Source: an optimization exercise on an open RTL-to-GDS flow (aim: small area). Production flows keep margins and buffers that such runs may drop. At most, simulation tests tie the RTL to the original design; equivalence was not proved. For runs 1 and 2, only the layout was checked, not whether the RTL still works. Power is estimated from default activity; no workload was simulated.

**design/flow/design.v**
```verilog
`timescale  1ps/1ps
module LiTE_DTU_160MHz_v2_0 (
			     CLK,
			     RST_b,
			     CALIBRATION_BUSY_1,
			     CALIBRATION_BUSY_10,
			     TEST_ENABLE,
			     GAIN_SEL_MODE,
			     fallback,
			     DATA12_g01,
			     DATA12_g10,
			     SATURATION_value,
			     BSL_VAL_g01,
			     BSL_VAL_g10,
			     losing_data,
			     DATA32_ATU_0,
			     DATA32_ATU_1,
			     DATA32_ATU_2,
			     DATA32_ATU_3,
			     Orbit,
			     shift_gain_10,
			     flush_b,
			     synch,
			     synch_pattern,
			     DATA32_0,
			     DATA32_1,
			     DATA32_2,
			     DATA32_3,
			     handshake);
   input CLK;
   input RST_b;
   input fallback;
   input CALIBRATION_BUSY_1;
   input CALIBRATION_BUSY_10;
   input TEST_ENABLE;
   input [1:0] GAIN_SEL_MODE;
   input [11:0] DATA12_g01;
   input [11:0] DATA12_g10;
   input [11:0] SATURATION_value;
   input [7:0]  BSL_VAL_g01;
   input [7:0]  BSL_VAL_g10;
   input 	handshake;
   input [31:0] DATA32_ATU_0;
   input [31:0] DATA32_ATU_1;
   input [31:0] DATA32_ATU_2;
   input [31:0] DATA32_ATU_3;
   input 	Orbit;
   input [1:0] 	shift_gain_10;
   input 	flush_b;
   input 	synch;
   input [31:0] synch_pattern;
   output 	losing_data;
   output [31:0] DATA32_0;
   output [31:0] DATA32_1;
   output [31:0] DATA32_2;
   output [31:0] DATA32_3;
   localparam [31:0] IDLE_EA = 32'hEAAAAAAA;
   localparam [31:0] IDLE_5A = 32'h5A5A5A5A;
   localparam [31:0] IDLE_RST = 32'h35555555;
   localparam [31:0] FLUSH_W = 32'h2CF0F0F0;
   wire 	 cal = CALIBRATION_BUSY_1 | CALIBRATION_BUSY_10;
   wire 	 rb  = RST_b & ~cal & ~TEST_ENABLE;
   wire 	 frb = rb & flush_b;
   wire 	 ffr = frb & ~synch;
   reg [3:0] 	 mcnt;
   reg 		 prst;
   always @(posedge CLK) begin
      if (!rb) begin
	 mcnt <= 4'd0;
	 prst <= (mcnt == 4'd0);
      end else if (mcnt != 4'd15) mcnt <= mcnt + 4'd1;
   end
   wire v1 = (mcnt >= 4'd3)  | ((mcnt == 4'd1) & ~prst);
   wire v7 = (mcnt >= 4'd9)  | ((mcnt == 4'd7) & ~prst);
   wire v9 = (mcnt >= 4'd11) | ((mcnt == 4'd9) & ~prst);
   reg [11:0] 	 d_g01, d_g10, s01, s10;
   wire [11:0] 	 b01 = {4'b0, BSL_VAL_g01};
   wire [11:0] 	 b10 = {4'b0, BSL_VAL_g10};
   always @(posedge CLK) begin
      d_g01 <= DATA12_g01;
      d_g10 <= DATA12_g10 >> shift_gain_10;
      s01 <= (d_g01 < b01) ? 12'd0 : d_g01 - b01;
      s10 <= (d_g10 < b10) ? 12'd0 : d_g10 - b10;
   end
   reg [11:0] 	 dl01 [1:9];
   reg [11:0] 	 dl10 [1:9];
   integer 	 i;
   always @(posedge CLK) begin
      dl01[1] <= s01;
      dl10[1] <= s10;
      for (i = 2; i <= 9; i = i + 1) begin
	 dl01[i] <= dl01[i-1];
	 dl10[i] <= dl10[i-1];
      end
   end
   reg [11:0] 	 SATval;
   always @(posedge CLK) SATval <= SATURATION_value >> shift_gain_10;
   wire 	 m01 = (GAIN_SEL_MODE == 2'b01);
   wire [11:0] 	 ref_d = m01 ? dl10[1] : dl10[7];
   wire 	 ref_v = m01 ? v1 : v7;
   wire 	 cmp = ref_v ? (ref_d >= SATval) : ((SATval == 12'd0) & (mcnt != 4'd0));
   wire 	 ref_sat = GAIN_SEL_MODE[1] ? GAIN_SEL_MODE[0] : cmp;
   reg [4:0] 	 gage;
   reg 		 gwin;    
   wire 	 clsA = ~GAIN_SEL_MODE[0] ^ GAIN_SEL_MODE[1];  
   wire 	 same = m01 ? gwin : ~gwin;
   wire [4:0] 	 ginc = gage[4] ? gage : gage + 5'd1;
   wire [4:0] 	 gage_n = (!rb || !(clsA | m01)) ? 5'd16 :
			  ref_sat ? 5'd0 : (same ? ginc : 5'd16);
   wire 	 dec_n = gage_n[4] | (~m01 & gage_n[3]);
   always @(posedge CLK) begin
      gage <= gage_n;
      gwin <= m01;
   end
   reg [12:0] 	 d2enc;
   always @(posedge CLK)
     d2enc <= {~dec_n, (rb & v9) ? (dec_n ? dl10[9] : dl01[9]) : 12'd0};
   wire 	 baseline_flag = GAIN_SEL_MODE[1] ? (d2enc[11:6] == 6'd0) : (d2enc[12:6] == 7'd0);
   reg [12:0] 	 dd;        
   always @(posedge CLK) dd <= d2enc;
   localparam [4:0] IDLE=5'd0, bas_0=5'd1, bas_1=5'd2, bas_2=5'd3, bas_3=5'd4, bas_4=5'd5,
		    sign_0=5'd6, sign_1=5'd7, bas_0_bis=5'd8, bas_1_bis=5'd9, bas_2_bis=5'd10,
		    bas_3_bis=5'd11, bas_4_bis=5'd12, sign_0_bis=5'd13, sign_1_bis=5'd14,
		    bc0_0=5'd15, bc0_1=5'd16, bc0_2=5'd17, bc0_3=5'd18, bc0_4=5'd19,
		    header=5'd20, header_b0=5'd21, bc0_s0=5'd22, header_s0=5'd23, bc0_s0_bis=5'd24;
   localparam [2:0] IDLE_FB=3'd0, data_odd=3'd1, latency1=3'd2, data_even=3'd3, latency2=3'd4,
		    data_odd_bc0=3'd5, data_even_bc0=3'd6;
   reg [4:0] 	 cs;        
   reg 		 mfb;       
   reg 		 Orbit_delay;
   wire [4:0] 	 ns = mfb ? IDLE : cs;          
   wire [2:0] 	 fs = mfb ? cs[2:0] : IDLE_FB;  
   wire 	 OrbitFB = Orbit | Orbit_delay;
   wire 	 b = baseline_flag;
   wire 	 o = Orbit;
   reg [4:0] 	 nn;
   always @(*) begin
      case (ns)
	IDLE: nn = (b & ~o) ? bas_0 : o ? header : sign_0;
	bas_0: nn = (b & ~o) ? bas_1 : o ? bc0_1 : bas_1_bis;
	bas_1: nn = (b & ~o) ? bas_2 : o ? bc0_2 : bas_2_bis;
	bas_2: nn = (b & ~o) ? bas_3 : o ? bc0_3 : bas_3_bis;
	bas_3: nn = (b & ~o) ? bas_4 : o ? bc0_4 : bas_4_bis;
	bas_4: nn = (b & ~o) ? bas_0 : o ? bc0_0 : bas_0_bis;
	bas_0_bis, bas_1_bis, bas_2_bis, bas_3_bis, bas_4_bis:
	  nn = (b & ~o) ? sign_0_bis : o ? bc0_s0_bis : sign_0;
	sign_0_bis, sign_1_bis: nn = (~b & ~o) ? bas_0_bis : o ? bc0_0 : bas_0;
	sign_0: nn = (~b & ~o) ? sign_1 : o ? bc0_s0 : sign_1_bis;
	sign_1: nn = (~b & ~o) ? sign_0 : o ? bc0_s0_bis : sign_0_bis;
	bc0_0, bc0_1, bc0_2, bc0_3, bc0_4, bc0_s0_bis: nn = ~b ? header_s0 : header_b0;
	bc0_s0: nn = header;
	header: nn = ~b ? sign_0 : bas_0;
	header_s0: nn = ~b ? sign_0 : sign_0_bis;
	header_b0: nn = ~b ? bas_0_bis : bas_0;
	default: nn = IDLE;
      endcase
   end
   reg [2:0] 	 fn;
   always @(*) begin
      case (fs)
	IDLE_FB: fn = data_odd;
	data_odd: fn = latency1;
	latency1: fn = OrbitFB ? data_even_bc0 : data_even;
	data_even: fn = latency2;
	latency2: fn = OrbitFB ? data_odd_bc0 : data_odd;
	default: fn = IDLE_FB;
      endcase
   end
   always @(posedge CLK) begin
      mfb <= fallback;
      Orbit_delay <= frb & Orbit;
      if (!frb) cs <= 5'd0;
      else if (fallback) cs <= {2'b0, fn};
      else cs <= nn;
   end
   reg [5:0] 	 B1;
   reg [12:0] 	 S1;
   reg [31:0] 	 rW;
   reg 		 rL;
   wire 	 nrst = !frb | fallback;
   wire 	 wB1 = (ns == header_s0) | (ns == header) | (ns == header_b0) | (ns == bas_4) |
		       (ns == sign_0_bis) | (ns == sign_1_bis);
   wire 	 wS1 = (ns == bc0_0) | (ns == bc0_1) | (ns == bc0_2) | (ns == bc0_3) | (ns == bc0_4) |
		       (ns == bc0_s0) | (ns == bc0_s0_bis) | (ns == header_s0) | (ns == header) |
		       (ns == header_b0) | (ns == bas_0_bis) | (ns == bas_1_bis) | (ns == bas_2_bis) |
		       (ns == bas_3_bis) | (ns == bas_4_bis) | (ns == sign_1);
   always @(posedge CLK) begin
      if (nrst) begin
	 B1 <= 6'd0;
	 S1 <= 13'd0;
      end else begin
	 if (wB1) B1 <= dd[5:0];
	 if (wS1) S1 <= dd;
      end
   end
   localparam [12:0] sync_w = 13'b0101010101010;
   localparam [12:0] hdr_w  = 13'b1111000001111;
   reg [31:0] 	 wn;
   reg 		 ln;
   always @(*) begin
      ln = 1'b1;
      wn = rW;
      if (fallback) begin
	 case (fs)
	   data_odd: begin wn[12:0] = dd; ln = 1'b0; end
	   data_even: wn = {4'b0001, ^dd, ^rW[12:0], dd, rW[12:0]};
	   data_odd_bc0: wn = {4'b0011, ^dd, ^rW[12:0], dd, rW[12:0]};
	   data_even_bc0: wn = {4'b0000, ^dd, ^rW[12:0], dd, rW[12:0]};
	   default: ln = 1'b0;
	 endcase
      end else begin
	 case (ns)
	   bas_0: begin wn[11:6] = dd[5:0]; ln = 1'b0; end
	   bas_1: begin wn[17:12] = dd[5:0]; ln = 1'b0; end
	   bas_2: begin wn[23:18] = dd[5:0]; ln = 1'b0; end
	   bas_3: begin wn[29:24] = dd[5:0]; ln = 1'b0; end
	   sign_0: begin wn[25:13] = dd; ln = 1'b0; end
	   bc0_0, bas_0_bis: wn = {2'b10, 6'b000001, 18'b0, B1};
	   bc0_1, bas_1_bis: wn = {2'b10, 6'b000010, 12'b0, rW[11:6], B1};
	   bc0_2, bas_2_bis: wn = {2'b10, 6'b000011, 6'b0, rW[17:6], B1};
	   bc0_3, bas_3_bis: wn = {2'b10, 6'b000100, rW[23:6], B1};
	   bc0_4, bas_4, bas_4_bis: wn = {2'b01, rW[29:6], B1};
	   bc0_s0, sign_1, sign_1_bis: wn = {6'b001010, rW[25:13], S1};
	   bc0_s0_bis, sign_0_bis: wn = {6'b001011, sync_w, S1};
	   header_s0, header, header_b0: wn = {6'b001011, hdr_w, S1};
	   default: ln = 1'b0;
	 endcase
      end
   end
   always @(posedge CLK) begin
      rW <= wn;
      rL <= frb & ln;
   end
   reg [7:0] 	 NSample;
   reg [5:0] 	 Nlimit;
   reg [7:0] 	 NFrame;
   reg [11:0] 	 crc;
   reg 		 r_losing_data, r_write_signal, r_read_signal;
   reg [31:0] 	 cuW;
   wire 	 full;
   wire 	 load_n = rL & ~mfb;      
   wire 	 check_limit = (Nlimit > 6'd49);
   wire [31:0] 	 wsel = (fallback == mfb) ? rW : (fallback ? 32'h0 : 32'hF0000000);
   wire [31:0] 	 d = rW;
   reg [7:0] 	 sum_val;
   always @(*) begin
      case (d[31:30])
	2'b01: sum_val = 8'd5;
	2'b10: sum_val = {2'b0, d[29:24]};
	2'b00: sum_val = (d[29:26] == 4'b1010) ? 8'd2 : 8'd1;
	default: sum_val = 8'd0;
      endcase
   end
   wire [11:0] 	 c = crc;
   wire [11:0] 	 newcrc;
   assign newcrc[0] = d[30]^d[29]^d[26]^d[25]^d[24]^d[23]^d[22]^d[17]^d[16]^d[15]^d[14]^d[13]^d[12]^d[11]^d[8]^d[7]^d[6]^d[5]^d[4]^d[3]^d[2]^d[1]^d[0]^c[2]^c[3]^c[4]^c[5]^c[6]^c[9]^c[10];
   assign newcrc[1] = d[31]^d[29]^d[27]^d[22]^d[18]^d[11]^d[9]^d[0]^c[2]^c[7]^c[9]^c[11];
   assign newcrc[2] = d[29]^d[28]^d[26]^d[25]^d[24]^d[22]^d[19]^d[17]^d[16]^d[15]^d[14]^d[13]^d[11]^d[10]^d[8]^d[7]^d[6]^d[5]^d[4]^d[3]^d[2]^d[0]^c[2]^c[4]^c[5]^c[6]^c[8]^c[9];
   assign newcrc[3] = d[27]^d[24]^d[22]^d[20]^d[18]^d[13]^d[9]^d[2]^d[0]^c[0]^c[2]^c[4]^c[7];
   assign newcrc[4] = d[28]^d[25]^d[23]^d[21]^d[19]^d[14]^d[10]^d[3]^d[1]^c[1]^c[3]^c[5]^c[8];
   assign newcrc[5] = d[29]^d[26]^d[24]^d[22]^d[20]^d[15]^d[11]^d[4]^d[2]^c[0]^c[2]^c[4]^c[6]^c[9];
   assign newcrc[6] = d[30]^d[27]^d[25]^d[23]^d[21]^d[16]^d[12]^d[5]^d[3]^c[1]^c[3]^c[5]^c[7]^c[10];
   assign newcrc[7] = d[31]^d[28]^d[26]^d[24]^d[22]^d[17]^d[13]^d[6]^d[4]^c[2]^c[4]^c[6]^c[8]^c[11];
   assign newcrc[8] = d[29]^d[27]^d[25]^d[23]^d[18]^d[14]^d[7]^d[5]^c[3]^c[5]^c[7]^c[9];
   assign newcrc[9] = d[30]^d[28]^d[26]^d[24]^d[19]^d[15]^d[8]^d[6]^c[4]^c[6]^c[8]^c[10];
   assign newcrc[10] = d[31]^d[29]^d[27]^d[25]^d[20]^d[16]^d[9]^d[7]^c[0]^c[5]^c[7]^c[9]^c[11];
   assign newcrc[11] = d[29]^d[28]^d[25]^d[24]^d[23]^d[22]^d[21]^d[16]^d[15]^d[14]^d[13]^d[12]^d[11]^d[10]^d[7]^d[6]^d[5]^d[4]^d[3]^d[2]^d[1]^d[0]^c[1]^c[2]^c[3]^c[4]^c[5]^c[8]^c[9];
   always @(posedge CLK) begin
      if (!frb || fallback) begin
	 NSample <= 8'b0;
	 Nlimit <= 6'b0;
	 NFrame <= 8'b0;
	 crc <= 12'b0;
      end else if (!load_n) begin
	 if (check_limit && !full) begin
	    NSample <= 8'b0;
	    Nlimit <= 6'b0;
	    crc <= 12'b0;
	    NFrame <= NFrame + 8'b1;
	 end
      end else if (!full) begin
	 Nlimit <= Nlimit + 6'b1;
	 NSample <= NSample + sum_val;
	 crc <= newcrc;
      end
   end
   always @(posedge CLK) begin
      cuW <= rL ? wsel : {4'b1101, NSample, crc, NFrame};
      if (!frb) begin
	 r_losing_data <= 1'b0;
	 r_write_signal <= 1'b0;
      end else if (!rL) begin
	 r_losing_data <= 1'b0;
	 r_write_signal <= check_limit & ~fallback & ~full;
      end else begin
	 r_losing_data <= full;
	 r_write_signal <= ~full;
      end
      r_read_signal <= frb & handshake;
   end
   assign losing_data = r_losing_data;
   reg [31:0] 	 tW;
   reg 		 start_write;
   reg [3:0] 	 wp, rp;
   reg 		 dec;
   reg 		 rxv;
   reg [31:0] 	 mem [0:15];
   wire 	 empty = (rp == wp);
   assign full = (rp == wp + 4'd1);
   wire 	 we = start_write & ~full;
   wire 	 pop = r_read_signal & ~empty;
   always @(posedge CLK) begin
      tW <= cuW;
      start_write <= ffr & r_write_signal;
      if (!ffr) begin
	 wp <= 4'd0;
	 rp <= 4'd0;
	 dec <= 1'b0;
	 rxv <= 1'b0;
      end else begin
	 if (we) wp <= wp + 4'd1;
	 if (pop) rp <= rp + 4'd1;
	 dec <= pop;
	 rxv <= rxv | dec;
      end
      if (we) mem[wp] <= tW;
   end
   wire [3:0] 	 ra = rp - {3'b0, dec} - 4'd1;
   wire [31:0] 	 rx = mem[ra];
   reg [31:0] 	 DTU;
   always @(posedge CLK) begin
      if (!rb) DTU <= IDLE_EA;
      else if (!flush_b) DTU <= FLUSH_W;
      else if (synch) DTU <= synch_pattern;
      else if (r_read_signal) DTU <= (empty | ~rxv) ? IDLE_EA : rx;
   end
   reg [31:0] 	 r0, r1, r2, r3;
   always @(posedge CLK) begin
      if (!RST_b) r0 <= TEST_ENABLE ? IDLE_5A : IDLE_RST;
      else if (TEST_ENABLE) r0 <= DATA32_ATU_0;
      else if (cal) r0 <= IDLE_RST;
      else r0 <= DTU;
      r1 <= (RST_b & TEST_ENABLE) ? DATA32_ATU_1 : IDLE_5A;
      r2 <= (RST_b & TEST_ENABLE) ? DATA32_ATU_2 : IDLE_5A;
      r3 <= (RST_b & TEST_ENABLE) ? DATA32_ATU_3 : IDLE_5A;
   end
   assign DATA32_0 = r0;
   assign DATA32_1 = r1;
   assign DATA32_2 = r2;
   assign DATA32_3 = r3;
endmodule
```
**design/flow/run.sh**
```bash
#!/bin/bash
# synth_recipe.tcl (not shown) runs the flow's synth.tcl, then flattens the netlist and writes it again
# the make line also repeats each setting of config.mk as NAME=value (left out here)
make -C /OpenROAD-flow-scripts/flow DESIGN_CONFIG=/design/flow/config.mk WORK_HOME=/design/flow/orfs CLKGATE_MAP_FILE= SYNTH_SCRIPT=/design/flow/synth_recipe.tcl finish
```
**design/flow/config.mk**
```make
export PLATFORM = sky130hd
export DESIGN_NAME = LiTE_DTU_160MHz_v2_0
export DESIGN_NICKNAME = LiTE_DTU_160MHz_v2_0
export VERILOG_FILES = /design/flow/design.v
export SDC_FILE = /design/flow/constraint.sdc
export NUM_CORES = 4
export LEC_CHECK = 0
export CAP_MARGIN = 20
export CORE_MARGIN = 2
export CORE_UTILIZATION = 40
export CTS_BUF_LIST = sky130_fd_sc_hd__clkbuf_8
export CTS_CLUSTER_DIAMETER = 50
export CTS_CLUSTER_SIZE = 16
export PLACE_DENSITY = 0.6
export SLEW_MARGIN = 20
```
**design/flow/constraint.sdc**
```tcl
create_clock -name core_clock -period 6.25 [get_ports {CLK}]
set_input_delay 1.2500 -clock core_clock [delete_from_list [all_inputs] [get_ports {CLK}]]
set_output_delay 1.2500 -clock core_clock [all_outputs]
set_load 0.01 [all_outputs]
```
==> results of run 1 <==
[synthesized netlist by cell type (20+ instances only)]
cell	count
dfxtp_1	611
nor3_1	38
xnor2_1	125
edfxtp_1	545
mux2i_1	64
a21oi_1	102
ha_1	50
a211oi_1	27
nand2_1	194
a22oi_1	23
inv_1	84
nor2b_1	43
clkbuf_1	99
nand3_1	20
o21ai_0	107
nor2_1	196
and3_1	59
xor2_1	33
nand2b_1	66
mux4_2	161
buf_2	38
[worst max-delay path, cell delays in order (launching register included)]
cell and delay, ns:
dfxtp_1 0.45, inv_1 0.10, ha_1 0.32, xor2_1 0.14, nor2_1 0.09, and3_1 0.29, nor2b_1 0.49, nand2_1 0.39
nor2_4 0.88, buf_4 0.44
[stage by stage]
step,instances,total power [mW],util (%),hold slack (ns),setup slack (ns)
2_1_floorplan,2919,8.896,-,0.3096,1.855
3_3_place_gp,4545,9.277,45.34,0.3097,1.582
3_5_place_dp,4545,9.287,45.34,0.3121,1.520
4_1_cts,4742,14.23,47.70,0.3121,2.283
5_1_grt,4743,14.61,47.70,0.3101,2.021
6_report,4743,14.06,47.70,0.2991,2.316
[area by class of cell]
| cell class | count | share of cell area [%] |
|---|---|---|
| Sequential cell | 1156 | 57.84 |
| Multi-Input combinational cell | 1519 | 25.09 |
| Timing Repair Buffer | 402 | 7.952 |
| Tap cell | 1380 | 3.493 |
| Clock buffer | 114 | 3.174 |
| Clock inverter | 83 | 1.769 |
| Inverter | 88 | 0.6732 |
| Antenna cell | 1 | 0.005062 |
[registers in the layout (all words and copies together), names as in the netlist, 13 cells and up]
register / cells
S1: 13
dl10: 108
r0: 32
dd: 13
DTU: 32
r2: 32
d2enc: 13
tW: 32
r1: 32
mem: 512
dl01: 108
rW: 32
cuW: 32
r3: 32
[layer usage]
layer  vias up  global-route usage [%]  share of wire [%]
li1      11320                       -                  -
met1     11780                   23.41                 42
met2       747                   31.69                 50
met3       151                   2.985                5.9
met4         4                   4.936                2.1
met5         -                       0              0.027
[kinds of logic after synthesis]
kind of cell	synth area share [%]
fa+ha+maj	1.687
buf+inv	2.378
mux	10.25
xor+xnor	3.386
compound gates	5.988
flops	68.36
simple gates	7.953
[power by group through the flow]
stage | registers, mW | clock network, mW | logic, mW
global placement | 8.55 | 0 | 0.724
floorplan | 8.51 | 0 | 0.384
CTS | 8.38 | 5.12 | 0.730
finish | 8.37 | 4.96 | 0.722
global route | 8.42 | 5.40 | 0.798
detailed placement | 8.56 | 0 | 0.725
[final timing paths]
path	startpoint	to	slack [ns]	cells past startpoint
setup / recovery	wp[0]$_SDFFE_PN0P_	mem[11][7]$_DFFE_PP_	2.32	9
hold / removal	cuW[30]$_SDFF_PN1_	tW[30]$_DFF_P_	0.30	0
setup reg to reg	wp[0]$_SDFFE_PN0P_	mem[11][7]$_DFFE_PP_	2.32	9
hold reg to reg	cuW[30]$_SDFF_PN1_	tW[30]$_DFF_P_	0.30	0
==> flow_metrics.tcl, run 1 <==
set metrics [dict create \
    status "no timing/DRC/antenna violations" \
    die_area_sq_um 107200 \
    ctsHoldBuffers 0 \
    syn-cell-area_sq_um 41840 \
    num_io_pins 355 \
    ys_types 85 \
    multiInputGateArea_sq_um 12400 \
    fp-row-count 118 \
    track_usage_pct 18.17 \
    crit_type "reg2reg" \
    design_area_sq_um 49440 \
    drt_iter0_markers 1938 \
    power.density_nw_per_um2 284.4 \
    initial_core_util_pct 40.36 \
    synth_area_leaders "edfxtp_1 (39%), dfxtp_1 (29%), mux4_2 (8.7%)" \
    clkSlewWorstSetupHoldPaths_ns 0.09 \
    comb_power_share_pct 5.1 \
    arrival_ns 4.38 \
    ys_warn_count 3 \
    relSlewSlack_pct 32.49 \
    fill_cells 9237 \
    ant_nets 0 \
    post_cts_buffers 0 \
    cts_htree_levels 3 \
    drive_gt1_share_pct 13.18 \
    syn-num-nets 3198 \
    cp_max_fo 19 \
    final_nets 3555 \
    setup_viol 0 \
    intPower_mw 10.87 \
    swShare_pct 22.66 \
    dpl.hpwl_microns 65850 \
    die_h_microns 327.4 \
    syn_inst 2919 \
    critPathRequiredTime_ns 6.70 \
    numCtsBuffers 109 \
    hold_class "reg2reg" \
    vias 24000 \
    hold_viol 0 \
    final_common_cell "dfxtp_1" \
    io_buffers 354 \
    crit_path_end_kind "flop" \
    synthToLayoutAreaGrowth_pct 18.18 \
    antenna_found_initial 6 \
    seqPwrFrac_pct 59.6 \
    dr.pass1.iters 6 \
    fp.coreArea_sq_um 103600 \
    synth_area_per_cell_sq_um 14.33 \
    drcViolationCount 0 \
    layout_common_cells "dfxtp_1 (611), edfxtp_1 (545), clkdlybuf4s50_1 (352)" \
    die_w_microns 327.4 \
    wl_per_cell_microns 20.89 \
    vias_per_cell 5.061 \
    clock_power_share_pct 35.3 \
    tritoncts "built" \
    maxCapViolCount 0 \
    cts-resized-gates 0 \
    grt_pass1_vias 23740 \
    cts-root-buf "clkbuf_8" \
    gp_congestion 0.8573 \
    ys_ff_latch 1156 \
    maxSlewViolCount 0 \
    final.setup_skew_ns 0.05603 \
    p_leak_nw 17.10 \
    yosysSeqAreaShare_pct 68.36 \
    netlist.area_leader.share_pct 39.12 \
    regArea_sq_um 28600 \
    cts_sinks 1156 \
    period_needed_ns 3.934 \
    clock.fmax_mhz 254.2 \
    synth_top_flop_cell "dfxtp_1" \
    worst_slew_pin_slew_ns 1.010 \
    wirelength_microns 99080 \
    synth_area_leader_cell "edfxtp_1" \
    clockBufferDepth 3 \
    placed_area_sq_um 46990 \
    synth_edf_count 545 \
    overflow 0 \
    grt_max_degree 69 \
    worst_setup_path_start_kind "flop" \
    fin_setup_tns_ns 0 \
    post-route-period-util_pct 62.95 \
    rsz0062_at_grt "no" \
    ir_drop_v 0.0001853 \
    grt_pass1_wl_microns 147700 \
    clk_latency_ns 0.80 \
    p_sw_mw 3.186 \
    async_reset_ff_share_pct 0 \
]
==> run 2: changes to the inputs <==
==> design/flow/flow/run.sh (new file) <==
#!/bin/bash
set -euo pipefail
CTS="-sink_clustering_enable -repair_clock_nets -sink_clustering_size 20 -sink_clustering_max_diameter 50 -buf_list sky130_fd_sc_hd__clkbuf_8 -dont_use_dummy_load"
bash standard.sh "BUFFER_PORTS_ARGS=-buffer_cell sky130_fd_sc_hd__buf_1" "CTS_ARGS=$CTS" finish > standard_flow.log 2>&1
==> design/flow/standard.sh (new file) <==
#!/bin/bash
# synth_recipe.tcl (not shown) runs the flow's synth.tcl, then flattens the netlist and writes it again
# the make line also repeats each setting of config.mk as NAME=value (left out here)
make -C /OpenROAD-flow-scripts/flow DESIGN_CONFIG=/design/flow/config.mk WORK_HOME=/design/flow/orfs CLKGATE_MAP_FILE= SYNTH_SCRIPT=/design/flow/synth_recipe.tcl "${@:-finish}"
--- a/design/flow/config.mk
+++ b/design/flow/config.mk
@@ -10,5 +10,2 @@
 export CORE_UTILIZATION = 40
-export CTS_BUF_LIST = sky130_fd_sc_hd__clkbuf_8
-export CTS_CLUSTER_DIAMETER = 50
-export CTS_CLUSTER_SIZE = 16
 export PLACE_DENSITY = 0.6
removed: design/flow/run.sh
==> run 2 against run 1 <==
Wire length down 1.9%; core utilization fell by 3.0 points; sequential cell count is the same; synthesized cell count is the same; worst setup slack worse by 0.47 ns; final area shrank 6.4%; non-clock buffer count decreased by 2; critical endpoint is now d2enc[9]$_SDFF_PN0_; largest cell class unchanged.
==> flow_metrics.tcl, run 2 <==
set metrics [dict create \
    swShare_pct 21.46 \
    ant_nets 0 \
    regMostFlops "mem" \
    ys_types 85 \
    drive_gt1_share_pct 11.31 \
    fp.coreArea_sq_um 103600 \
    crit_type "in2reg" \
    synth_top_flop_cell "dfxtp_1" \
    p_sw_mw 2.736 \
    worst_setup_path_start_kind "primary input" \
    async_reset_ff_share_pct 0 \
    largest_reg_flops 512 \
    relSlewSlack_pct 26.95 \
    hold_viol 0 \
    cts-root-buf "clkbuf_8" \
    fill_cells 9392 \
    grt_pass1_vias 23880 \
    gr-usage-met2_pct 30.82 \
    dr.pass1.iters 5 \
    fp-row-count 118 \
    clock_power_share_pct 29.7 \
    hold_class "reg2reg" \
    crit_chain "clkbuf_2 > buf_4 > nand2_1 > nor2_2 > clkinv_1 > a211o_2 > a31oi_4 > mux2i_1" \
    seqPwrFrac_pct 65.7 \
    met1_usage_pct 22.86 \
    ir_drop_v 0.0001891 \
    crit_buf_inv 3 \
    syn-cell-area_sq_um 41840 \
    cts_htree_levels 3 \
    critPathRequiredTime_ns 6.86 \
    crit_family "buffers and inverters" \
    placed_area_sq_um 44800 \
    maxCapViolCount 0 \
    die_w_microns 327.4 \
    vias_per_cell 5.096 \
    synthTopCellsByCount "dfxtp_1 (611), edfxtp_1 (545), nor2_1 (196)" \
    comb_power_share_pct 4.6 \
    overflow 0 \
    antenna_found_initial 10 \
    netlist.area_leader.share_pct 39.12 \
    final_nets 3551 \
    grt_max_degree 69 \
    ys_warn_count 3 \
    busiest_layer "met2" \
    io_buffers 354 \
    max_stage_delay_ns 1.03 \
    p_leak_nw 15.64 \
    final_common_cell "dfxtp_1" \
    maxSlewViolCount 0 \
    worst_slew_pin_slew_ns 1.089 \
    numCtsBuffers 107 \
    synth_edf_count 545 \
    design_area_sq_um 46290 \
    wl_per_cell_microns 20.89 \
    yosysSeqAreaShare_pct 68.36 \
    ctsHoldBuffers 0 \
    ys_ff_latch 1156 \
    power_mw 12.75 \
    gp_congestion 0.8470 \
    final.setup_skew_ns 0.1555 \
    status "no timing/DRC/antenna violations" \
    drt_iter0_markers 1847 \
    power.density_nw_per_um2 275.4 \
    rsz0062_at_grt "no" \
    period_needed_ns 4.408 \
    cp_max_fo 52 \
    cts-resized-gates 0 \
    yosysMostFrequentCell "dfxtp_1" \
    post_cts_buffers 0 \
    vias 23720 \
    clk_latency_ns 0.83 \
    crit_path_end_kind "flop" \
    arrival_ns 5.02 \
    die_h_microns 327.4 \
    post-route-period-util_pct 70.52 \
    drcViolationCount 0 \
    fin_setup_tns_ns 0 \
    syn_inst 2919 \
    num_io_pins 355 \
    largestRegisters "mem (512), dl01 (108), dl10 (108)" \
    tritoncts "built" \
    track_usage_pct 17.82 \
    clkSlewWorstSetupHoldPaths_ns 0.10 \
    grtUsageMet3_pct 3.082 \
    die_area_sq_um 107200 \
    grt_pass1_wl_microns 145700 \
    layout_common_cells "dfxtp_1 (611), edfxtp_1 (545), buf_1 (349)" \
    cts_sinks 1156 \
    regArea_sq_um 28600 \
    synth_area_leaders "edfxtp_1 (39%), dfxtp_1 (29%), mux4_2 (8.7%)" \
    wirelength_microns 97230 \
    synth_area_per_cell_sq_um 14.33 \
    syn-num-nets 3198 \
    synth_area_leader_cell "edfxtp_1" \
    clockBufferDepth 3 \
    clock.fmax_mhz 226.9 \
    setup_viol 0 \
    dpl.hpwl_microns 63730 \
    multiInputGateArea_sq_um 12410 \
    synthToLayoutAreaGrowth_pct 10.66 \
    intPower_mw 10.02 \
    cp_slowest_cell "clkinv_1" \
    initial_core_util_pct 40.36 \
]
## run 2: cell counts after synthesis
No cell type changed its count.
## run 2: kinds of logic (layout without fill, tap and decap cells)
kind of cell / count (synthesis) / in the layout / synth area share, %
other: 0 / 5 / 0
flip-flops: 1156 / 1156 / 68.36
AND/OR/NAND/NOR: 687 / 687 / 7.953
adder cells (fa/ha/maj): 55 / 55 / 1.687
XOR/XNOR: 160 / 160 / 3.386
multiplexers: 227 / 227 / 10.25
buffers and inverters: 244 / 595 / 2.378
AO/OA/AOI/OAI: 390 / 390 / 5.988
## run 2: area by class of cell
type,count,share of cell area [%]
antenna,5,0.02703
sequential,1156,61.77
inverter,88,0.7189
clock buffer,107,3.181
tap,1380,3.730
multi-input combinational,1519,26.80
timing repair buffer,400,3.765
## run 2: path summary, 6_finish.rpt
| path | start | end | slack (ns) | cells past startpoint |
|---|---|---|---|---|
| setup / recovery | RST_b | d2enc[9]$_SDFF_PN0_ | 1.84 | 8 |
| hold / removal | cuW[10]$_DFF_P_ | tW[10]$_DFF_P_ | 0.21 | 0 |
| setup reg to reg | wp[0]$_SDFFE_PN0P_ | mem[8][14]$_DFFE_PP_ | 2.25 | 9 |
| hold reg to reg | cuW[10]$_DFF_P_ | tW[10]$_DFF_P_ | 0.21 | 0 |
## run 2: metrics by stage
step           std cells  worst slack (ns)  utilization, %  hold slack, ns
2_1_floorplan       2919             1.855               -          0.3096
3_5_place_dp        4542             1.526           43.23          0.3121
4_1_cts             4649             2.215           44.65          0.2228
5_1_grt             4654             1.741           44.66          0.2161
3_3_place_gp        4542             1.596           43.22          0.3096
6_report            4655             1.842           44.67          0.2136
## run 2: power by group through the flow
stage	registers [mW]	logic [mW]	clock network, mW
after floorplan	8.51	0.384	0
after global placement	8.55	0.579	0
after detailed placement	8.56	0.581	0
after CTS	8.39	0.584	3.94
after global routing	8.42	0.651	4.19
final	8.38	0.580	3.79
## run 2: metal layers
layer / part of all wire [%] / up-vias / wire, microns
met2: 50 / 736 / 48240
met5: 0.028 / - / 27
met4: 2.6 / 4 / 2530
met3: 5.6 / 163 / 5493
li1: - / 11210 / -
met1: 42 / 11610 / 40940
==> run 3: changes to the inputs <==
--- a/design/flow/design.v
+++ b/design/flow/design.v
@@ -238,3 +238,3 @@
    reg 		 r_losing_data, r_write_signal, r_read_signal;
-   reg [31:0] 	 cuW;
+   reg [30:0] 	 cuW;
    wire 	 full;
@@ -267,2 +267,7 @@
    assign newcrc[11] = d[29]^d[28]^d[25]^d[24]^d[23]^d[22]^d[21]^d[16]^d[15]^d[14]^d[13]^d[12]^d[11]^d[10]^d[7]^d[6]^d[5]^d[4]^d[3]^d[2]^d[1]^d[0]^c[1]^c[2]^c[3]^c[4]^c[5]^c[8]^c[9];
+   wire [31:0] 	 wcu = rL ? wsel : {4'b1101, NSample, crc, NFrame};
+   wire 	 wfull = (wcu[31:30] == 2'b01);
+   wire 	 wfb = (wcu[31:30] == 2'b00) & (wcu[29:28] != 2'b10);
+   wire [2:0] 	 wcode = (wcu[29:28] == 2'b01) ? 3'b001 : (wcu[29:28] == 2'b11) ? 3'b100 : 3'b111;
+   wire [30:0] 	 wenc = {wfull, wfb ? wcode : wcu[29:27], wcu[26:0]};
    always @(posedge CLK) begin
@@ -287,3 +292,3 @@
    always @(posedge CLK) begin
-      cuW <= rL ? wsel : {4'b1101, NSample, crc, NFrame};
+      cuW <= wenc;
       if (!frb) begin
@@ -301,3 +306,3 @@
    assign losing_data = r_losing_data;
-   reg [31:0] 	 tW;
+   reg [30:0] 	 tW;
    reg 		 start_write;
@@ -306,3 +311,3 @@
    reg 		 rxv;
-   reg [31:0] 	 mem [0:15];
+   reg [30:0] 	 mem [0:15];
    wire 	 empty = (rp == wp);
@@ -328,3 +333,8 @@
    wire [3:0] 	 ra = rp - {3'b0, dec} - 4'd1;
-   wire [31:0] 	 rx = mem[ra];
+   wire [30:0] 	 rxe = mem[ra];
+   wire 	 rfb = ~rxe[30] & ((rxe[29:27] == 3'b001) | (rxe[29:27] == 3'b100) | (rxe[29:27] == 3'b111));
+   wire [1:0] 	 rtop = rxe[30] ? 2'b01 : (rxe[29:27] == 3'b000) ? 2'b10 :
+			(rfb | (rxe[29:27] == 3'b101)) ? 2'b00 : 2'b11;
+   wire [1:0] 	 rc2 = (rxe[29:27] == 3'b001) ? 2'b01 : (rxe[29:27] == 3'b100) ? 2'b11 : 2'b00;
+   wire [31:0] 	 rx = rfb ? {2'b00, rc2, ^rxe[25:13], rxe[26:0]} : {rtop, rxe[29:0]};
    reg [31:0] 	 DTU;
==> run 3 against run 2 <==
Combinational power barely moved; critical path depth rose by 4; largest power group unchanged; synthesized cell count fell by 1.2%; critical path type is now reg2reg; final area fell by 1.8%; final cell count fell by 0.99%; wire length fell by 0.16%; fmax rose by 4.4%; first-iteration DRC count rose by 16%; sequential cell count fell by 18; register-to-register slack got worse by 0.22 ns.
==> flow_metrics.tcl, run 3 <==
set metrics [dict create \
    ant_nets 0 \
    syn-cell-area_sq_um 41090 \
    grt_pass1_wl_microns 145400 \
    overflow 0 \
    drcViolationCount 0 \
    relSlewSlack_pct 29.97 \
    netlist.area_leader.share_pct 38.66 \
    fill_cells 9238 \
    critPathRequiredTime_ns 6.86 \
    hold_class "reg2reg" \
    die_h_microns 324.5 \
    numCtsBuffers 98 \
    final_common_cell "dfxtp_1" \
    maxSlewViolCount 0 \
    drt_iter0_markers 2148 \
    fp-row-count 117 \
    clk_latency_ns 0.75 \
    period_needed_ns 4.222 \
    post_cts_buffers 0 \
    max_stage_delay_ns 0.71 \
    cts-resized-gates 0 \
    synthTopCellsByCount "dfxtp_1 (609), edfxtp_1 (529), nor2_1 (208)" \
    ys_ff_latch 1138 \
    p_leak_nw 16.22 \
    ctsHoldBuffers 0 \
    synth_area_per_cell_sq_um 14.25 \
    syn_inst 2884 \
    synthToLayoutAreaGrowth_pct 10.59 \
    synth_area_leader_cell "edfxtp_1" \
    fin_setup_tns_ns 0 \
    gp_congestion 0.8599 \
    wl_per_cell_microns 21.06 \
    dpl.hpwl_microns 63250 \
    whs_ns 0.2079 \
    fin_util_pct 44.60 \
    die_w_microns 324.5 \
    crit_chain "ha_4 > buf_4 > mux4_2 > mux4_2 > xor2_1 > xnor2_1 > xnor2_1 > xnor2_1 > o21a_1 > nor3_2 > a2111oi_2 > o21ai_1" \
    die_area_sq_um 105300 \
    io_buffers 354 \
    synth_edf_count 529 \
    crit_path_end_kind "flop" \
    rsz0062_at_grt "no" \
    largestRegisters "mem (496), dl01 (108), dl10 (108)" \
    regMostFlops "mem" \
    ir_drop_v 0.0001909 \
    cp_slowest_cell "ha_4" \
    status "no timing/DRC/antenna violations" \
    layout_common_cells "dfxtp_1 (609), edfxtp_1 (529), buf_1 (349)" \
    power.density_nw_per_um2 272.9 \
    synth_top_flop_cell "dfxtp_1" \
    cts_sinks 1138 \
    worst_slew_pin_slew_ns 1.049 \
    num_io_pins 355 \
    fp.coreArea_sq_um 101900 \
    grt_max_degree 70 \
    grt_pass1_vias 23290 \
    final.setup_skew_ns 0.1558 \
    async_reset_ff_share_pct 0 \
    cts-root-buf "clkbuf_8" \
    crit_family "multiplexers" \
    ys_types 66 \
    cts_htree_levels 3 \
    tritoncts "built" \
    synth_area_leaders "edfxtp_1 (39%), dfxtp_1 (30%), mux4_2 (8.8%)" \
    ys_warn_count 3 \
    track_usage_pct 18.12 \
    post-route-period-util_pct 67.54 \
    crit_top_cell "xnor2_1" \
    crit_buf_inv 1 \
    hold_viol 0 \
    regArea_sq_um 28080 \
    crit_type "reg2reg" \
    vias_per_cell 5.137 \
    final_nets 3518 \
    clkSlewWorstSetupHoldPaths_ns 0.10 \
    power_mw 12.40 \
    cp_max_fo 29 \
    syn-num-nets 3163 \
    maxCapViolCount 0 \
    dr.pass1.iters 6 \
    vias 23680 \
    clockBufferDepth 3 \
    yosysSeqAreaShare_pct 68.33 \
    worst_setup_path_start_kind "flop" \
    drive_gt1_share_pct 10.84 \
    multiInputGateArea_sq_um 12210 \
    largest_reg_flops 496 \
    antenna_found_initial 11 \
    yosysMostFrequentCell "dfxtp_1" \
    wirelength_microns 97070 \
    arrival_ns 4.83 \
    initial_core_util_pct 40.33 \
    setup_viol 0 \
    clock.fmax_mhz 236.9 \
]
## run 3: path summary, 6_finish.rpt
kind                                              to               start  slack, ns  depth (start not counted)
worst min register to register    dl01[6][3]$_DFF_P_  dl01[5][3]$_DFF_P_       0.21                          0
worst max-delay path            DTU[27]$_SDFFE_PN1P_  rp[0]$_SDFFE_PN0P_       2.03                         12
worst max register to register  DTU[27]$_SDFFE_PN1P_  rp[0]$_SDFFE_PN0P_       2.03                         12
worst min-delay path              dl01[6][3]$_DFF_P_  dl01[5][3]$_DFF_P_       0.21                          0
## run 3: kinds of logic after synthesis
family / count (synthesis) / synth area share (%)
xor+xnor: 173 / 3.687
mux: 221 / 10.29
buf+inv: 238 / 2.357
compound gates: 396 / 6.087
flops: 1138 / 68.33
simple gates: 665 / 7.579
fa+ha+maj: 53 / 1.669
## run 3: where the power goes
part / total (mW) / leakage, nW / internal, mW / switching, mW
Clock: 3.58 / 0.705 / 1.39 / 2.19
Sequential: 8.24 / 10.4 / 8.12 / 0.126
Combinational: 0.577 / 5.09 / 0.255 / 0.322
## run 3: layout make-up
type	instances	area share [%]
diodes	4	0.02203
clock buffers	98	2.968
inverters	85	0.7021
multi-input cells	1508	26.87
flip-flops and latches	1138	61.78
well taps	1368	3.767
repair buffers	408	3.885
## run 3: metal layers
metal / vias up / global-route usage (%) / wire length (microns)
met5: - / 0 / 13
met4: 2 / 5.515 / 2604
met3: 156 / 2.827 / 6232
met2: 757 / 29.42 / 46160
met1: 11700 / 25.11 / 42060
li1: 11060 / - / -
## run 3: stage by stage
| stage | worst slack, ns | cell area, sq um | std cells |
|---|---|---|---|
| 3_5_place_dp | 1.454 | 44080 | 4507 |
| 3_3_place_gp | 1.476 | 44080 | 4507 |
| 2_1_floorplan | 2.098 | 41090 | 2884 |
| 4_1_cts | 1.967 | 45430 | 4605 |
| 5_1_grt | 1.636 | 45440 | 4609 |
| 6_report | 2.028 | 45440 | 4609 |
## run 3: worst reg2reg max path, stage by stage (launching register included)
cell	delay (ns)
dfxtp_1	0.40
ha_4	0.72
buf_4	0.43
mux4_2	0.53
mux4_2	0.59
xor2_1	0.19
xnor2_1	0.29
xnor2_1	0.14
xnor2_1	0.23
o21a_1	0.15
nor3_2	0.04
a2111oi_2	0.30
o21ai_1	0.11
==> run 4: changes to the inputs <==
--- a/design/flow/design.v
+++ b/design/flow/design.v
@@ -76,2 +76,13 @@
    reg [11:0] 	 d_g01, d_g10, s01, s10;
+   wire [14:0] 	 dgx = {3'b0, DATA12_g10};
+   reg [11:0] 	 dgsh;
+   integer 	 q2;
+   always @(*) for (q2 = 0; q2 < 12; q2 = q2 + 1) begin
+      case (shift_gain_10)
+	2'd0: dgsh[q2] = dgx[q2];
+	2'd1: dgsh[q2] = dgx[q2+1];
+	2'd2: dgsh[q2] = dgx[q2+2];
+	default: dgsh[q2] = dgx[q2+3];
+      endcase
+   end
    wire [11:0] 	 b01 = {4'b0, BSL_VAL_g01};
@@ -80,3 +91,3 @@
       d_g01 <= DATA12_g01;
-      d_g10 <= DATA12_g10 >> shift_gain_10;
+      d_g10 <= dgsh;
       s01 <= (d_g01 < b01) ? 12'd0 : d_g01 - b01;
@@ -96,3 +107,14 @@
    reg [11:0] 	 SATval;
-   always @(posedge CLK) SATval <= SATURATION_value >> shift_gain_10;
+   wire [14:0] satx = {3'b0, SATURATION_value};
+   reg [11:0] satsh;
+   integer q;
+   always @(*) for (q = 0; q < 12; q = q + 1) begin
+      case (shift_gain_10)
+        2'd0: satsh[q] = satx[q];
+        2'd1: satsh[q] = satx[q+1];
+        2'd2: satsh[q] = satx[q+2];
+        default: satsh[q] = satx[q+3];
+      endcase
+   end
+   always @(posedge CLK) SATval <= satsh;
    wire 	 m01 = (GAIN_SEL_MODE == 2'b01);
@@ -120,7 +142,9 @@
    always @(posedge CLK) dd <= d2enc;
-   localparam [4:0] IDLE=5'd0, bas_0=5'd1, bas_1=5'd2, bas_2=5'd3, bas_3=5'd4, bas_4=5'd5,
-		    sign_0=5'd6, sign_1=5'd7, bas_0_bis=5'd8, bas_1_bis=5'd9, bas_2_bis=5'd10,
-		    bas_3_bis=5'd11, bas_4_bis=5'd12, sign_0_bis=5'd13, sign_1_bis=5'd14,
-		    bc0_0=5'd15, bc0_1=5'd16, bc0_2=5'd17, bc0_3=5'd18, bc0_4=5'd19,
-		    header=5'd20, header_b0=5'd21, bc0_s0=5'd22, header_s0=5'd23, bc0_s0_bis=5'd24;
+   localparam [4:0] IDLE=5'b00000, sign_0=5'b00001, sign_1=5'b00010, sign_0_bis=5'b00011,
+		    sign_1_bis=5'b00100, header=5'b00101, header_b0=5'b00110, header_s0=5'b00111,
+		    bas_0=5'b01000, bas_1=5'b01001, bas_2=5'b01010, bas_3=5'b01011, bas_4=5'b01100,
+		    bas_0_bis=5'b10000, bas_1_bis=5'b10001, bas_2_bis=5'b10010, bas_3_bis=5'b10011,
+		    bas_4_bis=5'b10100,
+		    bc0_0=5'b11000, bc0_1=5'b11001, bc0_2=5'b11010, bc0_3=5'b11011, bc0_4=5'b11100,
+		    bc0_s0=5'b11101, bc0_s0_bis=5'b11110;
    localparam [2:0] IDLE_FB=3'd0, data_odd=3'd1, latency1=3'd2, data_even=3'd3, latency2=3'd4,
==> run 4 against run 3 <==
Sequential cell count stayed put; non-clock buffer count is 11 lower; wire length is 3.7% lower; die area is 0.10% lower; via count is 1.4% lower; hold slack better by 0.023 ns; sequential power is 0.5% lower; global-route usage is 0.61 points lower; critical endpoint is now d2enc[5]$_SDFF_PN0_.
==> flow_metrics.tcl, run 4 <==
set metrics [dict create \
    status "no timing/DRC/antenna violations" \
    worst_slew_pin_slew_ns 1.121 \
    fp-row-count 117 \
    overflow 0 \
    post-route-period-util_pct 69.15 \
    intPower_mw 9.817 \
    cts_htree_levels 3 \
    synth_area_leaders "edfxtp_1 (39%), dfxtp_1 (30%), mux4_2 (7.9%)" \
    gp_congestion 0.8929 \
    ant_nets 0 \
    final.setup_skew_ns 0.1422 \
    swShare_pct 21.19 \
    synth_top_flop_cell "dfxtp_1" \
    layout_common_cells "dfxtp_1 (609), edfxtp_1 (529), buf_1 (349)" \
    vias_per_cell 5.094 \
    dpl.hpwl_microns 62310 \
    io_buffers 354 \
    crit_type "in2reg" \
    ir_drop_v 0.0001704 \
    worst_setup_path_start_kind "primary input" \
    drive_gt1_share_pct 10.42 \
    synth_area_per_cell_sq_um 14.32 \
    wirelength_microns 93490 \
    r2r-end "mem[11][14]$_DFFE_PP_" \
    cts-root-buf "clkbuf_8" \
    reg2regPathDepth 9 \
    clkSlewWorstSetupHoldPaths_ns 0.08 \
    ctsHoldBuffers 0 \
    synthTopCellsByCount "dfxtp_1 (609), edfxtp_1 (529), nor2_1 (185)" \
    yosysSeqAreaShare_pct 68.40 \
    hold_viol 0 \
    cts_sinks 1138 \
    whs_endpoint "tW[30]$_DFF_P_" \
    hold_start "cuW[30]$_DFF_P_" \
    fin_util_pct 44.62 \
    ys_types 76 \
    min_path_cells 0 \
    synth_edf_count 529 \
    yosysMostFrequentCell "dfxtp_1" \
    ys_ff_latch 1138 \
    rrSetupSlack_ns 2.24 \
    rsz0062_at_grt "no" \
    largestRegisters "mem (496), dl01 (108), dl10 (108)" \
    vias 23360 \
    cts-resized-gates 0 \
    wl_per_cell_microns 20.39 \
    initial_core_util_pct 40.35 \
    grt_max_degree 69 \
    ys_warn_count 3 \
    post_cts_buffers 0 \
    critPathRequiredTime_ns 6.81 \
    num_io_pins 355 \
    p_leak_nw 16.24 \
    power.density_nw_per_um2 274.4 \
    track_usage_pct 17.51 \
    seqPwrFrac_pct 65.9 \
    hold_class "reg2reg" \
    clock.fmax_mhz 231.4 \
    final_nets 3497 \
    synth_area_leader_cell "edfxtp_1" \
    r2r-start "wp[0]$_SDFFE_PN0P_" \
    grt_pass1_vias 22990 \
    clk_latency_ns 0.78 \
    clock_power_share_pct 29.6 \
    power_mw 12.46 \
    antenna_found_initial 6 \
    clockBufferDepth 3 \
    grt_pass1_wl_microns 141500 \
    tritoncts "built" \
    relSlewSlack_pct 25.08 \
    drcViolationCount 0 \
    syn_inst 2867 \
    crit_path_end_kind "flop" \
    netlist.area_leader.share_pct 38.70 \
    largest_reg_flops 496 \
    die_h_microns 324.3 \
    comb_power_share_pct 4.6 \
    cp_max_fo 16 \
    maxSlewViolCount 0 \
    drt_iter0_markers 1572 \
    maxCapViolCount 0 \
    placed_area_sq_um 43950 \
    die_w_microns 324.3 \
    final_common_cell "dfxtp_1" \
    synthToLayoutAreaGrowth_pct 10.60 \
    syn-num-nets 3146 \
    regMostFlops "mem" \
    p_sw_mw 2.639 \
    fin_setup_tns_ns 0 \
    fp.coreArea_sq_um 101700 \
    dr.pass1.iters 5 \
    async_reset_ff_share_pct 0 \
    numCtsBuffers 105 \
    arrival_ns 4.88 \
    design_area_sq_um 45400 \
    setup_viol 0 \
    die_area_sq_um 105200 \
    period_needed_ns 4.322 \
    syn-cell-area_sq_um 41050 \
]
-- run 4: cell count changes in the layout (fill, tap and decap cells not counted), moves of 13 or more --
cell / previous run / this run
mux4_2: 161 / 144
nor2_1: 195 / 172
mux4_1: 0 / 14
buf_4: 52 / 39
nand2_1: 199 / 183
a21oi_1: 92 / 109
a21o_1: 26 / 10
xnor2_1: 133 / 120
-- run 4: final cells by class --
type	instances	area, sq um
Timing Repair Buffer	397	1708
Tap cell	1368	1712
Antenna cell	1	2.502
Inverter	98	367.9
Sequential cell	1138	28080
Multi-Input combinational cell	1478	12090
Fill cell	9189	56340
Clock buffer	105	1445
-- run 4: how the worst max path moves through the flow --
stage,cells after the start,to,slack (ns),from
after CTS,14,d2enc[5]$_SDFF_PN0_,1.98,GAIN_SEL_MODE[0]
after floorplan,8,mem[3][0]$_DFFE_PP_,2.12,wp[0]$_SDFFE_PN0P_
after global placement,14,d2enc[9]$_SDFF_PN0_,1.22,GAIN_SEL_MODE[0]
after global routing,14,d2enc[5]$_SDFF_PN0_,1.46,GAIN_SEL_MODE[0]
after detailed placement,14,d2enc[7]$_SDFF_PN0_,1.21,GAIN_SEL_MODE[0]
final,14,d2enc[5]$_SDFF_PN0_,1.93,GAIN_SEL_MODE[0]
-- run 4: logic make-up (layout without fill, tap and decap cells) --
logic type               after synthesis  count (layout)  synth area share, %
AO/OA/AOI/OAI                        391             391                5.965
XOR/XNOR                             164             164                3.618
adder cells (fa/ha/maj)               53              53                1.670
buffers and inverters                251             600                2.560
flip-flops                          1138            1138                68.40
multiplexers                         209             209                10.05
other                                  0               1                    0
AND/OR/NAND/NOR                      661             661                7.733
-- run 4: layer usage --
layer / global-route usage, % / vias to the layer above / part of all wire (%)
met5: 0 / - / 0.032
met4: 5.187 / 6 / 2.8
met3: 3.047 / 154 / 5.4
met2: 30.69 / 718 / 50
met1: 22.12 / 11450 / 42
li1: - / 11030 / -
-- run 4: stage by stage --
stage,setup WS [ns],hold WS [ns],instances
finish,1.928,0.2313,4585
global route,1.463,0.2243,4585
CTS,1.977,0.2271,4584
detailed placement,1.213,0.3121,4479
global placement,1.217,0.3098,4479
floorplan,2.120,0.3096,2867
-- run 4: power groups by stage --
stage | logic (mW) | clock network [mW] | registers (mW)
final | 0.567 | 3.68 | 8.20
after global routing | 0.638 | 4.09 | 8.24
after CTS | 0.573 | 3.84 | 8.21
after detailed placement | 0.569 | 0 | 8.38
after global placement | 0.567 | 0 | 8.38
after floorplan | 0.374 | 0 | 8.34
-- run 4: critical path, stage by stage --
cell and delay [ns]:
buf_1 0.20, nand2_1 0.29, inv_2 0.31, mux2i_1 0.23, ha_1 0.24, nand2b_1 0.14, a21o_1 0.18, a21o_1 0.17
a21oi_1 0.13, o21ai_0 0.09, a2111oi_0 0.73, o211ai_1 0.56, nand4_1 0.26, a21oi_1 0.08
==> run 5: changes to the inputs <==
--- a/design/flow/config.mk
+++ b/design/flow/config.mk
@@ -7,3 +7,3 @@
 export LEC_CHECK = 0
-export CAP_MARGIN = 20
+export CAP_MARGIN = 0
 export CORE_MARGIN = 2
@@ -11,2 +11,2 @@
 export PLACE_DENSITY = 0.6
-export SLEW_MARGIN = 20
+export SLEW_MARGIN = 0
==> run 5 against run 4 <==
Sequential share of layout area about the same; final cell count about the same; sequential cell count unchanged; wire length decreased by 0.14%; critical path depth unchanged; sequential power about the same; fmax decreased by 0.19%; first-iteration DRC count increased by 5.8%; clock power about the same; core utilization about the same; largest cell class unchanged.
==> flow_metrics.tcl, run 5 <==
set metrics [dict create \
    status "no timing/DRC/antenna violations" \
    largest_reg_flops 496 \
    placed_area_sq_um 43950 \
    worst_slew_pin_slew_ns 1.337 \
    async_reset_ff_share_pct 0 \
    io_buffers 354 \
    worst_setup_path_start_kind "primary input" \
    die_h_microns 324.3 \
    wirelength_microns 93360 \
    power_mw 12.47 \
    die_w_microns 324.3 \
    synth_area_leaders "edfxtp_1 (39%), dfxtp_1 (30%), mux4_2 (7.9%)" \
    startpoint "GAIN_SEL_MODE[0]" \
    numCtsBuffers 105 \
    synthTopCellsByCount "dfxtp_1 (609), edfxtp_1 (529), nor2_1 (185)" \
    drt_iter0_markers 1663 \
    arrival_ns 4.92 \
    cp_slowest_cell "a2111oi_0" \
    synth_edf_count 529 \
    initial_core_util_pct 40.35 \
    syn-num-nets 3146 \
    fill_cells 9202 \
    ys_warn_count 3 \
    final_nets 3498 \
    gp_congestion 0.8929 \
    fp.coreArea_sq_um 101700 \
    clockBufferDepth 3 \
    grt_pass1_wl_microns 141000 \
    instances_no_fill 4588 \
    crit_chain "buf_1 > nand2_1 > inv_2 > mux2i_1 > ha_1 > nand2b_1 > a21o_1 > a21o_1 > a21oi_1 > o21ai_0 > a2111oi_0 > o211ai_1 > nand4_1 > a21oi_1" \
    num_io_pins 355 \
    syn_inst 2867 \
    vias 23410 \
    design_area_sq_um 45400 \
    fin_setup_tns_ns 0 \
    fp-row-count 117 \
    power.density_nw_per_um2 274.6 \
    ant_nets 0 \
    syn-cell-area_sq_um 41050 \
    clock.fmax_mhz 231.0 \
    wl_per_cell_microns 20.35 \
    cts-root-buf "clkbuf_8" \
    p_leak_nw 16.26 \
    period_needed_ns 4.330 \
    ys_ff_latch 1138 \
    cts_sinks 1138 \
    regMostFlops "mem" \
    setup_viol 0 \
    grt_pass1_vias 23080 \
    synth_top_flop_cell "dfxtp_1" \
    hold_class "reg2reg" \
    antenna_found_initial 7 \
    largestRegisters "mem (496), dl01 (108), dl10 (108)" \
    track_usage_pct 17.47 \
    post_cts_buffers 0 \
    die_area_sq_um 105200 \
    cp_max_fo 16 \
    final_common_cell "dfxtp_1" \
    maxCapViolCount 0 \
    ys_types 76 \
    tritoncts "built" \
    layout_common_cells "dfxtp_1 (609), edfxtp_1 (529), buf_1 (349)" \
    yosysSeqAreaShare_pct 68.40 \
    drive_gt1_share_pct 10.44 \
    yosysMostFrequentCell "dfxtp_1" \
    dp_cells 4480 \
    cts_htree_levels 3 \
    vias_per_cell 5.101 \
    clk_latency_ns 0.80 \
    multiInputGateArea_sq_um 12070 \
    dpl.hpwl_microns 62330 \
    post-route-period-util_pct 69.28 \
    synthToLayoutAreaGrowth_pct 10.61 \
    crit_type "in2reg" \
    critPathRequiredTime_ns 6.85 \
    netlist.area_leader.share_pct 38.70 \
    r2r-start "wp[0]$_SDFFE_PN0P_" \
    synth_area_per_cell_sq_um 14.32 \
    grt_max_degree 69 \
    ctsHoldBuffers 0 \
    max_stage_delay_ns 0.78 \
    hold_viol 0 \
    maxSlewViolCount 0 \
    final.setup_skew_ns 0.1390 \
    ir_drop_v 0.0001779 \
    synth_area_leader_cell "edfxtp_1" \
    clkSlewWorstSetupHoldPaths_ns 0.08 \
    overflow 0 \
    relSlewSlack_pct 10.38 \
    rsz0062_at_grt "no" \
    regArea_sq_um 28080 \
    dr.pass1.iters 6 \
    hold_start "cuW[30]$_DFF_P_" \
    cts-resized-gates 0 \
    crit_path_end_kind "flop" \
    drcViolationCount 0 \
]
run 5: cell counts after synthesis:
No cell type changed its count.
run 5: worst paths after layout:
kind,endpoint,slack (ns),cells after the start
setup reg to reg,mem[2][30]$_DFFE_PP_,2.17,9
hold reg to reg,tW[30]$_DFF_P_,0.23,0
setup / recovery,d2enc[0]$_SDFF_PN0_,1.92,14
hold / removal,tW[30]$_DFF_P_,0.23,0
run 5: layout make-up:
cell class | count | area share (%)
diodes | 3 | 0.01653
repair buffers | 398 | 3.795
well taps | 1368 | 3.770
multi-input cells | 1478 | 26.59
inverters | 98 | 0.8102
clock buffers | 105 | 3.183
flip-flops and latches | 1138 | 61.84
run 5: metrics by stage:
stage | setup slack, ns | hold WS, ns | util, %
detailed placement | 1.203 | 0.3121 | 43.20
finish | 1.920 | 0.2323 | 44.63
floorplan | 2.120 | 0.3096 | -
CTS | 2.007 | 0.2229 | 44.62
global placement | 1.217 | 0.3098 | 43.19
global route | 1.421 | 0.2257 | 44.63
run 5: kinds of logic (layout without fill, tap and decap cells):
group           Yosys count  in the layout  share of synthesized area (%)
buf+inv                 251            601                          2.560
other cells               0              3                              0
simple gates            661            661                          7.733
flops                  1138           1138                          68.40
xor+xnor                164            164                          3.618
mux                     209            209                          10.05
compound gates          391            391                          5.965
fa+ha+maj                53             53                          1.670
run 5: power by group:
group | internal [mW] | switching, mW | total (mW)
logic | 0.250 | 0.316 | 0.566
clock network | 1.49 | 2.21 | 3.70
registers | 8.08 | 0.125 | 8.20
total | 9.82 | 2.65 | 12.5
run 5: worst max-delay path, delay by kind of cell:
kind                     cells  cell delay (ns)
AO/OA/AOI/OAI                7             2.01
adder cells (fa/ha/maj)      1             0.24
buffers and inverters        2             0.51
multiplexers                 1             0.23
AND/OR/NAND/NOR              3             0.69
run 5: routing by layer:
| metal | track usage, % | share of wire (%) |
|---|---|---|
| met1 | 21.77 | 41 |
| met2 | 30.47 | 50 |
| met5 | 0 | 0.050 |
| met4 | 5.915 | 3.2 |
| met3 | 3.230 | 5.4 |
==> run 6: changes to the inputs <==
==> design/flow/flow/run.sh (replaced) <==
#!/bin/bash
set -euo pipefail
CTS="-sink_clustering_enable -repair_clock_nets -sink_clustering_size 16 -sink_clustering_max_diameter 45 -buf_list sky130_fd_sc_hd__clkbuf_8 -dont_use_dummy_load"
bash standard.sh "BUFFER_PORTS_ARGS=-buffer_cell sky130_fd_sc_hd__buf_1" "CTS_ARGS=$CTS" finish > standard_flow.log 2>&1
--- a/design/flow/config.mk
+++ b/design/flow/config.mk
@@ -7,6 +7,6 @@
 export LEC_CHECK = 0
-export CAP_MARGIN = 0
+export CAP_MARGIN = 20
 export CORE_MARGIN = 2
-export CORE_UTILIZATION = 40
-export PLACE_DENSITY = 0.6
-export SLEW_MARGIN = 0
+export CORE_UTILIZATION = 60
+export PLACE_DENSITY = 0.7
+export SLEW_MARGIN = 20
==> run 6 against run 5 <==
Still clean on timing, DRC and antenna; non-clock buffer count up 6; hold slack improved by 0.060 ns; sequential cell count unchanged; critical path type unchanged; combinational power up 0.7%; largest cell class unchanged; largest power group unchanged; area after synthesis did not move; critical path depth unchanged; first-iteration DRC count rose by 19%; fmax is 3.8% lower; register-to-register slack improved by 0.18 ns; sequential power barely moved; final cell count shrank 11%; die area decreased by 33%.
==> flow_metrics.tcl, run 6 <==
set metrics [dict create \
    ctsHoldBuffers 0 \
    num_io_pins 355 \
    wirelength_microns 92140 \
    drive_gt1_share_pct 10.74 \
    initial_core_util_pct 60.91 \
    track_usage_pct 25.97 \
    synthToLayoutAreaGrowth_pct 9.358 \
    regMostFlops "mem" \
    crit_type "in2reg" \
    worst_setup_path_start_kind "primary input" \
    maxCapViolCount 0 \
    dp_cells 3990 \
    syn-num-nets 3146 \
    drt_iter0_markers 1981 \
    cts_sinks 1138 \
    period_needed_ns 4.502 \
    die_w_microns 265.6 \
    final.setup_skew_ns 0.1028 \
    async_reset_ff_share_pct 0 \
    met1_usage_pct 33.82 \
    largest_reg_flops 496 \
    crit_chain "buf_1 > nand2_1 > inv_2 > mux2i_1 > ha_1 > nand2b_1 > a21o_1 > a21o_1 > a21oi_1 > o21ai_0 > a2111oi_0 > o211ai_1 > nand4_1 > a21oi_1" \
    synth_area_leaders "edfxtp_1 (39%), dfxtp_1 (30%), mux4_2 (7.9%)" \
    ys_types 76 \
    hold_class "reg2reg" \
    grt_pass1_vias 24060 \
    status "no timing/DRC/antenna violations" \
    vias 23920 \
    synth_area_per_cell_sq_um 14.32 \
    critPathRequiredTime_ns 6.85 \
    netlist.area_leader.share_pct 38.70 \
    power.density_nw_per_um2 280.1 \
    cts-resized-gates 0 \
    maxSlewViolCount 0 \
    cp_max_fo 16 \
    overflow 0 \
    setup_viol 0 \
    hold_viol 0 \
    post-route-period-util_pct 72.03 \
    yosysSeqAreaShare_pct 68.40 \
    gr-usage-met2_pct 44.73 \
    wl_per_cell_microns 22.45 \
    ir_drop_v 0.0002293 \
    clock.fmax_mhz 222.1 \
    fin_util_pct 66.61 \
    crit_path_end_kind "flop" \
    die_area_sq_um 70520 \
    ys_ff_latch 1138 \
    fill_cells 4850 \
    ys_warn_count 3 \
    syn_inst 2867 \
    whs_ns 0.2925 \
    cts-root-buf "clkbuf_8" \
    synth_edf_count 529 \
    clockBufferDepth 3 \
    synth_area_leader_cell "edfxtp_1" \
    ant_nets 0 \
    worst_slew_pin_slew_ns 1.145 \
    clkSlewWorstSetupHoldPaths_ns 0.09 \
    arrival_ns 5.10 \
    synthTopCellsByCount "dfxtp_1 (609), edfxtp_1 (529), nor2_1 (185)" \
    grt_pass1_wl_microns 138900 \
    relSlewSlack_pct 23.18 \
    clk_latency_ns 0.75 \
    die_h_microns 265.6 \
    fp.coreArea_sq_um 67400 \
    p_leak_nw 16.32 \
    instances_no_fill 4104 \
    vias_per_cell 5.828 \
    io_buffers 354 \
    dr.pass1.iters 5 \
    post_cts_buffers 0 \
    tritoncts "built" \
    final_common_cell "dfxtp_1" \
    busiest_layer "met2" \
    largestRegisters "mem (496), dl01 (108), dl10 (108)" \
    rsz0062_at_grt "no" \
    layout_common_cells "dfxtp_1 (609), edfxtp_1 (529), buf_1 (351)" \
    grt_max_degree 68 \
    cp_slowest_cell "a2111oi_0" \
    syn-cell-area_sq_um 41050 \
    synth_top_flop_cell "dfxtp_1" \
    grtUsageMet3_pct 3.796 \
    final_nets 3511 \
    drcViolationCount 0 \
    yosysMostFrequentCell "dfxtp_1" \
    cts_htree_levels 3 \
    dpl.hpwl_microns 61920 \
    antenna_found_initial 2 \
    fin_setup_tns_ns 0 \
    numCtsBuffers 112 \
    gp_congestion 0.9091 \
    max_stage_delay_ns 0.79 \
    fp-row-count 95 \
    rrSetupSlack_ns 2.35 \
]
[run 6: critical path, delay by kind of cell]
family	cells	cell delay, ns
mux	1	0.23
fa+ha+maj	1	0.24
compound gates	7	1.98
buf+inv	2	0.59
simple gates	3	0.80
[run 6: logic make-up after synthesis]
| group | after synthesis | share of synthesized area [%] |
|---|---|---|
| compound gates | 391 | 5.965 |
| xor+xnor | 164 | 3.618 |
| fa+ha+maj | 53 | 1.670 |
| buf+inv | 251 | 2.560 |
| flops | 1138 | 68.40 |
| mux | 209 | 10.05 |
| simple gates | 661 | 7.733 |
[run 6: metrics by stage]
| step | total power, mW | setup WS [ns] | instance area [sq um] |
|---|---|---|---|
| 2_1_floorplan | 8.711 | 2.120 | 41050 |
| 4_1_cts | 12.69 | 1.786 | 44870 |
| 3_5_place_dp | 8.962 | 1.029 | 43330 |
| 6_report | 12.57 | 1.748 | 44890 |
| 5_1_grt | 13.02 | 1.391 | 44890 |
| 3_3_place_gp | 8.943 | 1.165 | 43320 |
[run 6: power by group]
group	internal, mW	leakage [nW]	total (mW)	switching [mW]
clock	1.58	0.805	3.78	2.20
combinational	0.250	5.04	0.570	0.320
sequential	8.08	10.5	8.22	0.137
total	9.91	16.3	12.6	2.66
[run 6: final timing paths]
kind,depth (start not counted),endpoint,from
min,0,dl10[3][9]$_DFF_P_,dl10[2][9]$_DFF_P_
max,14,d2enc[4]$_SDFF_PN0_,GAIN_SEL_MODE[0]
max reg2reg,11,DTU[27]$_SDFFE_PN1P_,rp[0]$_SDFFE_PN0P_
min reg2reg,0,dl10[3][9]$_DFF_P_,dl10[2][9]$_DFF_P_
[run 6: metal layers]
| metal | part of all wire, % | up-vias |
|---|---|---|
| li1 | - | 11080 |
| met1 | 40 | 11810 |
| met2 | 50 | 865 |
| met3 | 6.2 | 172 |
| met4 | 3.3 | 0 |
| met5 | 0 | - |
[run 6: area by class of cell]
cell class                 instances  area (sq um)  area share, %
sequential                      1138         28080          62.55
multi-input combinational       1478         12080          26.91
timing repair buffer             404          1728          3.849
clock buffer                     112          1541          3.434
tap                              873          1092          2.433
inverter                          98         367.9         0.8195
antenna                            1         2.502       0.005575

## port drivers added, routing unchanged
The flow's constraints put no driver on any port. The routed layouts listed below were extracted and timed again, unchanged, in two steps. Step 1 assumes that a clkbuf_16 drives the clock port and a buf_2 every other input. Step 2, shift: input delay + t, output delay - t, t = (earliest + latest rising clock arrival at the registers) / 2. This alone moves slack from input paths to output paths. a / b / c = ideal / step 1 / step 2; a / b = the first two.
run	t, ns	setup WS [ns]	pins driven straight from the clock port
run 1	0.835	2.316 / 2.316 / 1.539	1
run 2	0.792	1.842 / 1.880 / 1.088	1
run 3	0.728	2.028 / 2.028 / 1.461	1
run 4	0.779	1.928 / 1.937 / 1.158	1
run 5	0.791	1.920 / 1.930 / 1.139	1
run 6	0.758	1.748 / 1.769 / 1.011	1
After both steps setup and hold are still met in every run listed. For run 5, which loses most, drivers alone change the setup slack by +0.010 ns; drivers and shift together by -0.781 ns.
